From an optimization exercise on the open Yosys and OpenROAD flow, aimed at small area and a short achievable clock period; shortcuts taken in it are not production practice.
In this exercise RTL edits were held to simulation tests only and were not proved equivalent to the original.
Power is estimated from default activity; no workload was simulated.

Setup of v6:
==> module controlsel, before the edit <==
module controlsel(Instr, vld, DBtheReg, selA, selB, selD, selImm);
	input   [31:0]  Instr;
	input   [14:0]  vld;
	input   [3:0]   DBtheReg;
	output  [15:0]  selA, selB, selD;
	output          selImm;
	wire    [1:0]   Op = Instr[27:26];
	wire            Branch  = Op[1] & ~Op[0];
	wire            IsStr   = ~Op[1] & Op[0] & ~Instr[20];
	wire            UseRegB = ~Op[1] & ~Op[0] & ~Instr[25];
	assign          selImm  = ~(IsStr | UseRegB);
	wire    [3:0]   loA, loAu, hiA, loD, hiD, loM, hiM, loX, hiX;
	dec2q   p0(.a(Instr[17:16]), .q(~Branch), .y(loA));
	dec2    p1(.a(Instr[17:16]), .y(loAu));
	dec2    p2(.a(Instr[19:18]), .y(hiA));
	dec2q   p3(.a(Instr[13:12]), .q(IsStr),   .y(loD));
	dec2    p4(.a(Instr[15:14]), .y(hiD));
	dec2q   p5(.a(Instr[1:0]),   .q(UseRegB), .y(loM));
	dec2    p6(.a(Instr[3:2]), .y(hiM));
	dec2    p7(.a(DBtheReg[1:0]), .y(loX));
	dec2    p8(.a(DBtheReg[3:2]), .y(hiX));
	genvar g;
	generate
		for (g = 0; g < 15; g = g + 1) begin : s
			and3s  a(.y(selA[g]), .a(loA[g % 4]), .b(hiA[g / 4]), .c(vld[g]));
			selb2  b(.y(selB[g]), .a(loD[g % 4]), .b(hiD[g / 4]), .c(loM[g % 4]), .d(hiM[g / 4]), .v(vld[g]));
			and3s  d(.y(selD[g]), .a(loX[g % 4]), .b(hiX[g / 4]), .c(vld[g]));
		end
	endgenerate
	assign  selA[15] = Branch | (loAu[3] & hiA[3]);
	assign  selB[15] = (loD[3] & hiD[3]) | (loM[3] & hiM[3]);
	assign  selD[15] = loX[3] & hiX[3];
endmodule
==> module alu, before the edit <==
module alu(Sum, Logic, ALUFlags, Sub, IsLogic, LogicOp, SrcA, SrcB);
	output  [31:0]  Sum, Logic;
	output  [3:0]   ALUFlags;
	input           Sub, IsLogic;
	input   [1:0]   LogicOp;
	input   [31:0]  SrcA, SrcB;
	wire    [31:0]  B = SrcB ^ {32{Sub}};
	wire    [31:0]  P = SrcA ^ B;
	wire            Cout, C31;
	ksadd   add(.a(SrcA), .b(B), .p(P), .ci(Sub), .s(Sum), .co(Cout), .c31(C31));
	reg     [31:0]  Logic;
	always @(*) begin
		case (LogicOp)
			2'b00:   Logic = SrcA & SrcB;
			2'b01:   Logic = SrcA | SrcB;
			default: Logic = SrcA ^ SrcB;
		endcase
	end
	wire    [31:0]  K = {SrcA[30:0] | B[30:0], Sub};
	wire            ZSum = ~|(P ^ K);
	wire            ZLogic = ~|Logic;
	wire    N = IsLogic ? Logic[31] : Sum[31];
	wire    Z = IsLogic ? ZLogic : ZSum;
	wire    C = ~IsLogic & Cout;
	wire    V = ~IsLogic & (Cout ^ C31);
	assign  ALUFlags = {N, Z, C, V};
endmodule
==> module msel, before the edit <==
module msel(a, b, sel);
	input   [4:0]   a, b;
	output  [7:0]   sel;
	wire            c2;
	wire    [7:0]   da, t0, t;
	carry2  u0(.a(a[1:0]), .b(b[1:0]), .c(c2));
	dec3    u1(.a(a[4:2]), .y(da));
	dec3    u2(.a(b[4:2]), .y(t0));
	rot1    u3(.t0(t0), .c(c2), .t(t));
	xbar8   u4(.da(da), .t(t), .sel(sel));
endmodule
==> flow/config.mk <==
export PLATFORM = sky130hd
export DESIGN_NAME = SingleCycleProcessor
export DESIGN_NICKNAME = SingleCycleProcessor
export VERILOG_FILES = /design/flow/design.v
export SDC_FILE = /design/flow/constraint.sdc
export NUM_CORES = 4
export LEC_CHECK = 0
export CAP_MARGIN = 20
export CORE_MARGIN = 2
export CORE_UTILIZATION = 50
export SETUP_SLACK_MARGIN = 5
export SLEW_MARGIN = 20
export SYNTH_HIERARCHICAL = 1
export TNS_END_PERCENT = 0
==> flow/constraint.sdc <==
create_clock -name core_clock -period 10.0 [get_ports {clk}]
set_input_delay 2.0000 -clock core_clock [delete_from_list [all_inputs] [get_ports {clk}]]
set_output_delay 2.0000 -clock core_clock [all_outputs]
set_load 0.01 [all_outputs]
standard.sh (not shown) runs the stock make flow with config.mk's settings and CLKGATE_MAP_FILE= SYNTH_SCRIPT=/design/flow/synth_recipe.tcl, a recipe that flattens the netlist after the stock synthesis.
==> flow/flow/run.sh <==
#!/bin/bash
# The standard layout (standard.sh) with these changes:
#  - plain buffers (sky130_fd_sc_hd__buf_2) on the ports instead of the
#    resizer's default choice (a delay cell);
#  - clock tree synthesis without dummy loads, with clkbuf_8 buffers and
#    sink clusters of up to 20 registers within 40 um (the clock-pin slew
#    stays near 100 ps and the insertion delay near the standard tree's).
# The full output of the flow goes to standard_flow.log (ORFS's own per-step
# logs are under orfs/logs).
set -o pipefail
export BUFFER_PORTS_ARGS="-buffer_cell sky130_fd_sc_hd__buf_2"
export CTS_ARGS="-sink_clustering_enable -repair_clock_nets -dont_use_dummy_load -buf_list sky130_fd_sc_hd__clkbuf_8 -sink_clustering_size 20 -sink_clustering_max_diameter 40"
bash standard.sh > standard_flow.log 2>&1
v6 finished end to end and its layout was clean on timing, DRC and antenna.
Input changes introduced in v7 (baseline for comparison: v6):
diff --git a/flow/design.v b/flow/design.v
--- a/flow/design.v
+++ b/flow/design.v
@@ -163,16 +163,16 @@
 	output  [15:0]  selA, selB, selD;
 	output          selImm;
 	wire    [1:0]   Op = Instr[27:26];
 	wire            Branch  = Op[1] & ~Op[0];
-	wire            IsStr   = ~Op[1] & Op[0] & ~Instr[20];
+	wire            IsMem   = ~Op[1] & Op[0];
 	wire            UseRegB = ~Op[1] & ~Op[0] & ~Instr[25];
-	assign          selImm  = ~(IsStr | UseRegB);
+	assign          selImm  = ~(IsMem | UseRegB);
 	wire    [3:0]   loA, loAu, hiA, loD, hiD, loM, hiM, loX, hiX;
 	dec2q   p0(.a(Instr[17:16]), .q(~Branch), .y(loA));
 	dec2    p1(.a(Instr[17:16]), .y(loAu));
 	dec2    p2(.a(Instr[19:18]), .y(hiA));
-	dec2q   p3(.a(Instr[13:12]), .q(IsStr),   .y(loD));
+	dec2q   p3(.a(Instr[13:12]), .q(IsMem),   .y(loD));
 	dec2    p4(.a(Instr[15:14]), .y(hiD));
 	dec2q   p5(.a(Instr[1:0]),   .q(UseRegB), .y(loM));
 	dec2    p6(.a(Instr[3:2]), .y(hiM));
 	dec2    p7(.a(DBtheReg[1:0]), .y(loX));
@@ -271,17 +271,19 @@
 	wire    [31:0]  B = SrcB ^ {32{Sub}};
 	wire    [31:0]  P = SrcA ^ B;
 	wire            Cout, C31;
 	ksadd   add(.a(SrcA), .b(B), .p(P), .ci(Sub), .s(Sum), .co(Cout), .c31(C31));
+	wire    [31:0]  K = {SrcA[30:0] | B[30:0], Sub};
+	wire    [31:0]  AndAB = SrcA & B;
+	wire    [31:0]  OrAB = SrcA | B;
 	reg     [31:0]  Logic;
 	always @(*) begin
 		case (LogicOp)
-			2'b00:   Logic = SrcA & SrcB;
-			2'b01:   Logic = SrcA | SrcB;
-			default: Logic = SrcA ^ SrcB;
+			2'b00:   Logic = AndAB;
+			2'b01:   Logic = OrAB;
+			default: Logic = P;
 		endcase
 	end
-	wire    [31:0]  K = {SrcA[30:0] | B[30:0], Sub};
 	wire            ZSum = ~|(P ^ K);
 	wire            ZLogic = ~|Logic;
 	wire    N = IsLogic ? Logic[31] : Sum[31];
 	wire    Z = IsLogic ? ZLogic : ZSum;
@@ -1245,14 +1247,14 @@
 module msel(a, b, sel);
 	input   [4:0]   a, b;
 	output  [7:0]   sel;
 	wire            c2;
-	wire    [7:0]   da, t0, t;
+	wire    [7:0]   da, t0, s0;
 	carry2  u0(.a(a[1:0]), .b(b[1:0]), .c(c2));
 	dec3    u1(.a(a[4:2]), .y(da));
 	dec3    u2(.a(b[4:2]), .y(t0));
-	rot1    u3(.t0(t0), .c(c2), .t(t));
-	xbar8   u4(.da(da), .t(t), .sel(sel));
+	xbar8   u4(.da(da), .t(t0), .sel(s0));
+	rot1    u3(.t0(s0), .c(c2), .t(sel));
 endmodule
 module carry2(a, b, c);
 	input   [1:0]   a, b;
 	output          c;
Findings:
- DRC marker count from the first detailed-route iteration (lower): v6
- The setup slack after placement of v7 was superior to that of v6.
- Worst path setup slack after routing in v7 vs v6: up 0.066 ns
- Relative to v6, number of placed instances with taps included decreased by 55 in v7.
- On insertion delay of the later-clocked pin in the worst-skew pair: v7 sits above v6.
- v7 vs v6: cell area after layout down slightly
- Total power is lower on v6
- v7 vs v6, clock period minus worst slack went down by 0.066 ns.
- Relative to v6, the clock network power share of v7 is lower by 1.0 points.
- Clock distribution power: v7 better than v6
- Compared v7 vs v6, and fraction of standard cell area in multi-input logic is up in v7.
- Between v7 and v6, the gate count of the mapped netlist is higher for v6.
- Die area in v7 vs v6: down about 1.4%

## static timing again, ports no longer ideal
The flow's constraints put no driver on any port. The routed layouts listed below were extracted and timed again, unchanged, in two steps. Step 1: set_driving_cell puts a clkbuf_16 on clk and a buf_2 on each other input, an assumption about the parent block. Step 2, shift: input delay + t, output delay - t, t = (earliest + latest rising clock arrival at the registers) / 2. This alone moves slack from input paths to output paths. Slacks: ideal / step 1 / step 2; pairs: ideal / step 1.
run | shift t [ns] | slack for setup (ns) | worst hold slack (ns) | worst setup path at the end
v6 | 0.826 | 4.017 / 3.955 / 3.238 | 0.609 / 0.609 / 0.609 | input to register
v7 | 0.849 | 4.082 / 4.032 / 3.290 | 0.602 / 0.602 / 0.602 | input to register
After both steps every run listed still meets setup and hold. For v7, which loses most, drivers alone change the setup slack by -0.050 ns; drivers and shift together by -0.792 ns.
